Context: an optimization exercise on an open-source flow, tuned for small area, a short achievable clock period and few clock cycles. The choices shown serve that exercise and are no tape-out recipe. Function was checked by simulation only, so behaviour that the tests miss may differ from the original. Power and IR drop assume default switching activity.

File: design.v
`timescale 1ns / 1ps
module cordic_core(input clk, input rst, input start, input [3:0] func, input [15:0] op1, input [15:0] op2,
    output busy, output done, output [31:0] result);
    reg busy_r, done_r;
    reg prep, first, post;
    reg [3:0] f;
    reg [3:0] cnt;
    reg signed [15:0] x, y, t, z;
    reg r16, rhi;
    assign busy = busy_r;
    assign done = done_r;
    assign result = {{15{rhi}}, r16, z};
    wire m_circ = (f[3:1] == 3'd0);
    wire m_asin = (f[3:1] == 3'd1);
    wire m_hrot = (f == 4'd4) | (f == 4'd5) | (f == 4'd6);
    wire m_hvec = (f == 4'd7) | f[3];
    wire m_acos = (f == 4'd2);
    wire circular = m_circ | m_asin;
    reg [15:0] rom;
    always @(*)
    begin
        if(circular)
            case(cnt)
                4'd0: rom = 16'b0011001001000011;
                4'd1: rom = 16'b0001110110101100;
                4'd2: rom = 16'b0000111110101101;
                4'd3: rom = 16'b0000011111110101;
                4'd4: rom = 16'b0000001111111110;
                4'd5: rom = 16'b0000000111111111;
                4'd6: rom = 16'b0000000011111111;
                4'd7: rom = 16'b0000000001111111;
                4'd8: rom = 16'b0000000000111111;
                4'd9: rom = 16'b0000000000011111;
                4'd10: rom = 16'b0000000000001111;
                4'd11: rom = 16'b0000000000000111;
                4'd12: rom = 16'b0000000000000011;
                4'd13: rom = 16'b0000000000000001;
                default: rom = 16'd0;
            endcase
        else
            case(cnt)
                4'd1: rom = 16'b0010001100100111;
                4'd2: rom = 16'b0001000001011000;
                4'd3: rom = 16'b0000100000001010;
                4'd4: rom = 16'b0000010000000001;
                4'd5: rom = 16'b0000001000000000;
                4'd6: rom = 16'b0000000100000000;
                4'd7: rom = 16'b0000000010000000;
                4'd8: rom = 16'b0000000001000000;
                4'd9: rom = 16'b0000000000100000;
                4'd10: rom = 16'b0000000000010000;
                4'd11: rom = 16'b0000000000001000;
                4'd12: rom = 16'b0000000000000100;
                4'd13: rom = 16'b0000000000000010;
                4'd14: rom = 16'b0000000000000001;
                default: rom = 16'd0;
            endcase
    end
    wire d0 = ~t[15] & (t != 16'd0);
    reg d;
    always @(*)
    begin
        if(m_circ)
            d = y[15];
        else if(m_asin)
            d = first ? d0 : (y < t);
        else if(m_hrot)
            d = first ? t[15] : z[15];
        else
            d = ~y[15] & (y != 16'd0);
    end
    wire sub_x = d;
    wire sub_y = circular ? ~d : d;
    wire sub_z = (m_circ | m_acos) ? d : ~d;
    wire signed [15:0] xs = x >>> cnt;
    wire signed [15:0] ys = y >>> cnt;
    wire signed [15:0] zs = first ? (m_hrot ? t : (m_acos ? 16'h6487 : 16'h0000)) : z;
    wire [15:0] xn = sub_x ? x - ys : x + ys;
    wire [15:0] yn = sub_y ? y - xs : y + xs;
    wire [15:0] zn = sub_z ? zs - rom : zs + rom;
    wire last = (f == 4'd0 || m_asin) ? (cnt == 4'd13) :
                (m_hvec ? (cnt == 4'd14) : (cnt == 4'd15));
    wire need_post = (f == 4'd1) | (f == 4'd6);
    wire signed [22:0] mag_full = x * 23'sd79;
    wire [15:0] mag = mag_full[22:7];
    wire [16:0] esum = {x[15], x} + {y[15], y};
    always @(posedge clk)
    begin
        if(rst)
        begin
            busy_r <= 0;
            done_r <= 0;
            prep <= 0;
            first <= 0;
            post <= 0;
        end
        else if(!busy_r)
        begin
            x <= op1;
            y <= op2;
            t <= op1;
            f <= func;
            cnt <= {3'd0, func[3] | func[2]};
            if(start)
            begin
                busy_r <= 1;
                done_r <= 0;
                prep <= func[3];
                first <= 1;
                post <= 0;
            end
        end
        else if(prep)
        begin
            x <= {x[15:14] + 2'b01, x[13:0]};
            y <= {x[15:14] - 2'b01, x[13:0]};
            prep <= 0;
        end
        else if(post)
        begin
            post <= 0;
            busy_r <= 0;
            done_r <= 1;
            if(f == 4'd1)
            begin
                z <= mag;
                r16 <= x[15];
                rhi <= x[15];
            end
            else
            begin
                z <= esum[15:0];
                r16 <= esum[16];
                rhi <= 0;
            end
        end
        else
        begin
            first <= 0;
            cnt <= cnt + 4'd1;
            if(first && m_asin)
            begin
                x <= 16'h26DD;
                y <= d0 ? 16'h26DD : -16'sh26DD;
            end
            else if(first && m_hrot)
            begin
                x <= 16'h5000;
                y <= t[15] ? -16'sh2800 : 16'sh2800;
            end
            else
            begin
                x <= xn;
                y <= yn;
            end
            z <= zn;
            r16 <= 0;
            rhi <= 0;
            if(last)
            begin
                if(need_post)
                    post <= 1;
                else
                begin
                    busy_r <= 0;
                    done_r <= 1;
                end
                if(f == 4'd4)
                    z <= xn;
                else if(f == 4'd5)
                    z <= yn;
                else if(f == 4'd8)
                begin
                    z <= {zn[14:0], 1'b0};
                    r16 <= zn[15];
                end
            end
        end
    end
endmodule
File: run.sh
#!/bin/bash
# synth_recipe.tcl (not shown) runs the flow's synth.tcl, then flattens the netlist and writes it again
# the make line also repeats each setting of config.mk as NAME=value (left out here)
make -C /OpenROAD-flow-scripts/flow DESIGN_CONFIG=/design/flow/config.mk WORK_HOME=/design/flow/orfs CLKGATE_MAP_FILE= SYNTH_SCRIPT=/design/flow/synth_recipe.tcl finish
File: config.mk
export PLATFORM = sky130hd
export DESIGN_NAME = cordic_core
export DESIGN_NICKNAME = cordic_core
export VERILOG_FILES = /design/flow/design.v
export SDC_FILE = /design/flow/constraint.sdc
export NUM_CORES = 4
export LEC_CHECK = 0
export CAP_MARGIN = 20
export CORE_MARGIN = 2
export CORE_UTILIZATION = 40
export SLEW_MARGIN = 20
File: constraint.sdc
create_clock -name core_clock -period 12.0 [get_ports {clk}]
set_input_delay 2.4000 -clock core_clock [delete_from_list [all_inputs] [get_ports {clk}]]
set_output_delay 2.4000 -clock core_clock [all_outputs]
set_load 0.01 [all_outputs]
==> results.ini <==
[worst_setup_path]
reg2reg_from = f[2]$_DFFE_PP_
r2r-end = z[15]$_DFFE_PP_
worstPathArrival_ns = 6.48
crit_path_start_kind = register
reg2reg_slack_ns = 5.63
crit_required_ns = 12.11
endpoint_kind = register
crit_type = register to register
critPathLaunch = f[2]$_DFFE_PP_
reg2regPathDepth = 21
path_max_fanout = 16

[pwr]
power_density_nw_per_um2 = 262
peakVddDrop_mv = 0.345
leakage_nw = 5.63
finalPower_mw = 3.62

[synth]
ys_warn_count = 1
synthFlopType = edfxtp_1
yosys-top-cells-area = edfxtp_1, ha_1, fa_1
netlist.top_cell.by_area = edfxtp_1
netlist.area_leader.share_pct = 17.8
synth-seq-area-share_pct = 18.6
synthesis.area_sq_um = 12500
ys_types = 83
syn_inst = 1494
ys_async_sr_fraction_pct = 0
syn_area_per_cell_sq_um = 8.36
synth_edf_count = 74
syn_nets = 1720
yosys_register_bits = 79

[clock_tree]
clk_pin_slew_ns = 0.08
tritoncts = done
htree_levels = 3
clk_latency_ns = 0.37
cts_buffers = 9
hold_buffers = 0
clock_path_buffers = 2
cts_setup_buffers = 0
clkSinkCount = 79
cts_resized = 0
clockRootBuffer = clkbuf_16

[job]
drv_cap = 0

[route]
dr.first_iter.drc_count = 1264
num_vias = 11900
wl_mm = 47.1
drt_pre_antenna_iters = 6
wire_per_inst_um = 24.6
avgViaCountPerCell = 6.21
drc_errors = 0
drtAntennaViolNets = 0

[floorplan]
die_h_um = 181
fp-row-count = 64
fp.dieArea_sq_um = 32600
io_pins = 73
initial_utilization_pct = 40.7
die_w_um = 181
coreArea_sq_um = 30700

[global_routing]
grt_util_all_layers_pct = 28.6
grt_max_degree = 65
grt-ovfl-total = 0
grt_pass1_vias = 11600
antenna_found_initial = 0
grt_pass1_wl_mm = 70.7

[layout]
layout_commonest_cell = ha_1
nets = 1742
area.growth.synth_to_final_pct = 10.6
fillCellCount = 2984
regArea_sq_um = 2320
multiInputGateArea_sq_um = 9350
diodes = 0
final_cell_area_sq_um = 13800
final_cell_mix = ha_1, nand2_1, a21oi_1, nor2_1, o21ai_0
instances_no_fill = 1917
drive_above_1_share_pct = 6.51

[timing]
final.period_utilization_pct = 53.1
postLayoutSetupSlackWorst_ns = 5.63
fmax_mhz = 157
max_slew_margin_pct = 36.9
tightest_slew_ns = 0.946
drv_slew = 0
min_period_ns = 6.37
rsz0062_at_grt = false
final-hold-violation-count = 0
skew_ns = 0.0171
tns_ns = 0
finalSetupViolCount = 0

[placement]
portBuffers = 72
dp.cells = 1901
place_ws_ns = 5.78
gp_congestion = 1.01
place_area_sq_um = 13500
dpl.hpwl_mm = 37.0

[min_path]
worstHoldPathType = register to register
hold_end = first$_SDFFE_PP0P_
min_path_cells = 2
min_from = first$_SDFFE_PP0P_

[outcome]
status = finished clean

## cell usage after synthesis (all sizes together) (12+ instances only)
cell    instances
nand3          35
xnor2          64
nor2b          28
inv           110
a31oi          16
o31ai          13
ha            142
o21ai         112
nand2         125
nand2b         19
o21a           21
nor2          118
a21o           16
clkbuf         46
fa             45
buf            38
o22ai          21
xor2           42
a21oi         120
mux4           20
edfxtp         74
mux2i          16
or3            13
mux2           20
nor4           12
nor3           38
a211oi         18
## through the flow
| stage | util (%) | hold slack, ns |
|---|---|---|
| final | 45.0 | 0.567 |
| after global routing | 45.0 | 0.606 |
| after CTS | 45.0 | 0.561 |
| after detailed placement | 43.9 | 0.548 |
| after global placement | 43.9 | 0.548 |
| after floorplan | - | 0.574 |
## area by class of cell
cell class	count	area share (%)
clock buffers	9	1.63
clock inverters	7	0.789
inverters	110	2.99
multi-input cells	1221	67.7
flip-flops and latches	79	16.8
well taps	396	3.59
repair buffers	95	6.47
## worst max-delay path, cell delays in order, from the launching register on
cell and delay (ns):
edfxtp_1 0.59, nor2_1 0.16, buf_4 0.23, and3_1 0.58, nand2_1 0.37, inv_1 0.12
a211o_1 0.16, and2_1 0.44, nor2_1 0.10, xor2_1 0.16, ha_1 0.33, o21a_1 0.19
o31a_1 0.13, o41a_1 0.36, a2111oi_0 0.73, a21oi_1 0.23, a31oi_1 0.29, o21ai_0 0.16
xnor2_1 0.34, nor4_1 0.09, a221oi_1 0.25, nand3_1 0.11
## how the worst max path moves through the flow
stage	endpoint	slack, ns
after floorplan	z[15]$_DFFE_PP_	6.70
after global placement	z[15]$_DFFE_PP_	5.77
after detailed placement	z[15]$_DFFE_PP_	5.78
after CTS	z[15]$_DFFE_PP_	5.74
after global routing	z[15]$_DFFE_PP_	5.10
final	z[15]$_DFFE_PP_	5.63
## power breakdown
group | internal [mW] | switching [mW] | total (mW)
combinational | 1.17 | 1.65 | 2.82
clock | 0.188 | 0.144 | 0.332
sequential | 0.367 | 0.101 | 0.468
## layer usage
layer | global-route usage, % | part of all wire [%] | routed length, um | up-vias
li1 | - | - | - | 5499
met1 | 37.8 | 41 | 19400 | 5720
met2 | 45.7 | 45 | 21300 | 588
met3 | 5.03 | 9.2 | 4330 | 102
met4 | 12.5 | 4.4 | 2090 | 0
met5 | 0 | 0 | 0 | -
## state kept, by name, indices dropped and copies added, names as in the netlist, 4 cells and up
name,flops
x,16
y,16
cnt,4
f,4
z,16
t,16
## cell families (layout without fill, tap and decap cells)
kind of cell	Yosys count	count (layout)	synth area share [%]
and+or+nand+nor	440	440	16.9
DFF	79	79	18.6
muxes	56	56	6.94
xor gates and xnor gates	106	106	7.44
buffers and inverters	194	221	6.69
adders and majority gates	187	187	21.4
AOI/OAI and AO/OA	432	432	22.0
Testbench counts, summed over its fixed seeds: cycles 76,328.

==> static timing again, ports no longer ideal <==
In the flow no input, the clock included, has a driving cell. The finished layout below was timed again as built, in two steps.
Step 1: set_driving_cell puts a clkbuf_16 on clk and a buf_2 on each other input, an assumption about the parent block.
Step 2 times the ports against the registers' clock, not the clock port: input delays grow and output delays shrink by t, the midpoint of the rising clock arrivals with the driver on.
Slacks: ideal / step 1 / step 2; pairs: ideal / step 1.
t (ns): 0.413
setup slack, ns: 5.629 / 5.629 / 5.629
worst hold slack (ns): 0.567 / 0.567 / 0.567
worst setup path after step 2: register to register
After both steps this run still meets setup and hold. For this run, drivers alone change the setup slack by 0.000 ns; drivers and shift together by 0.000 ns.
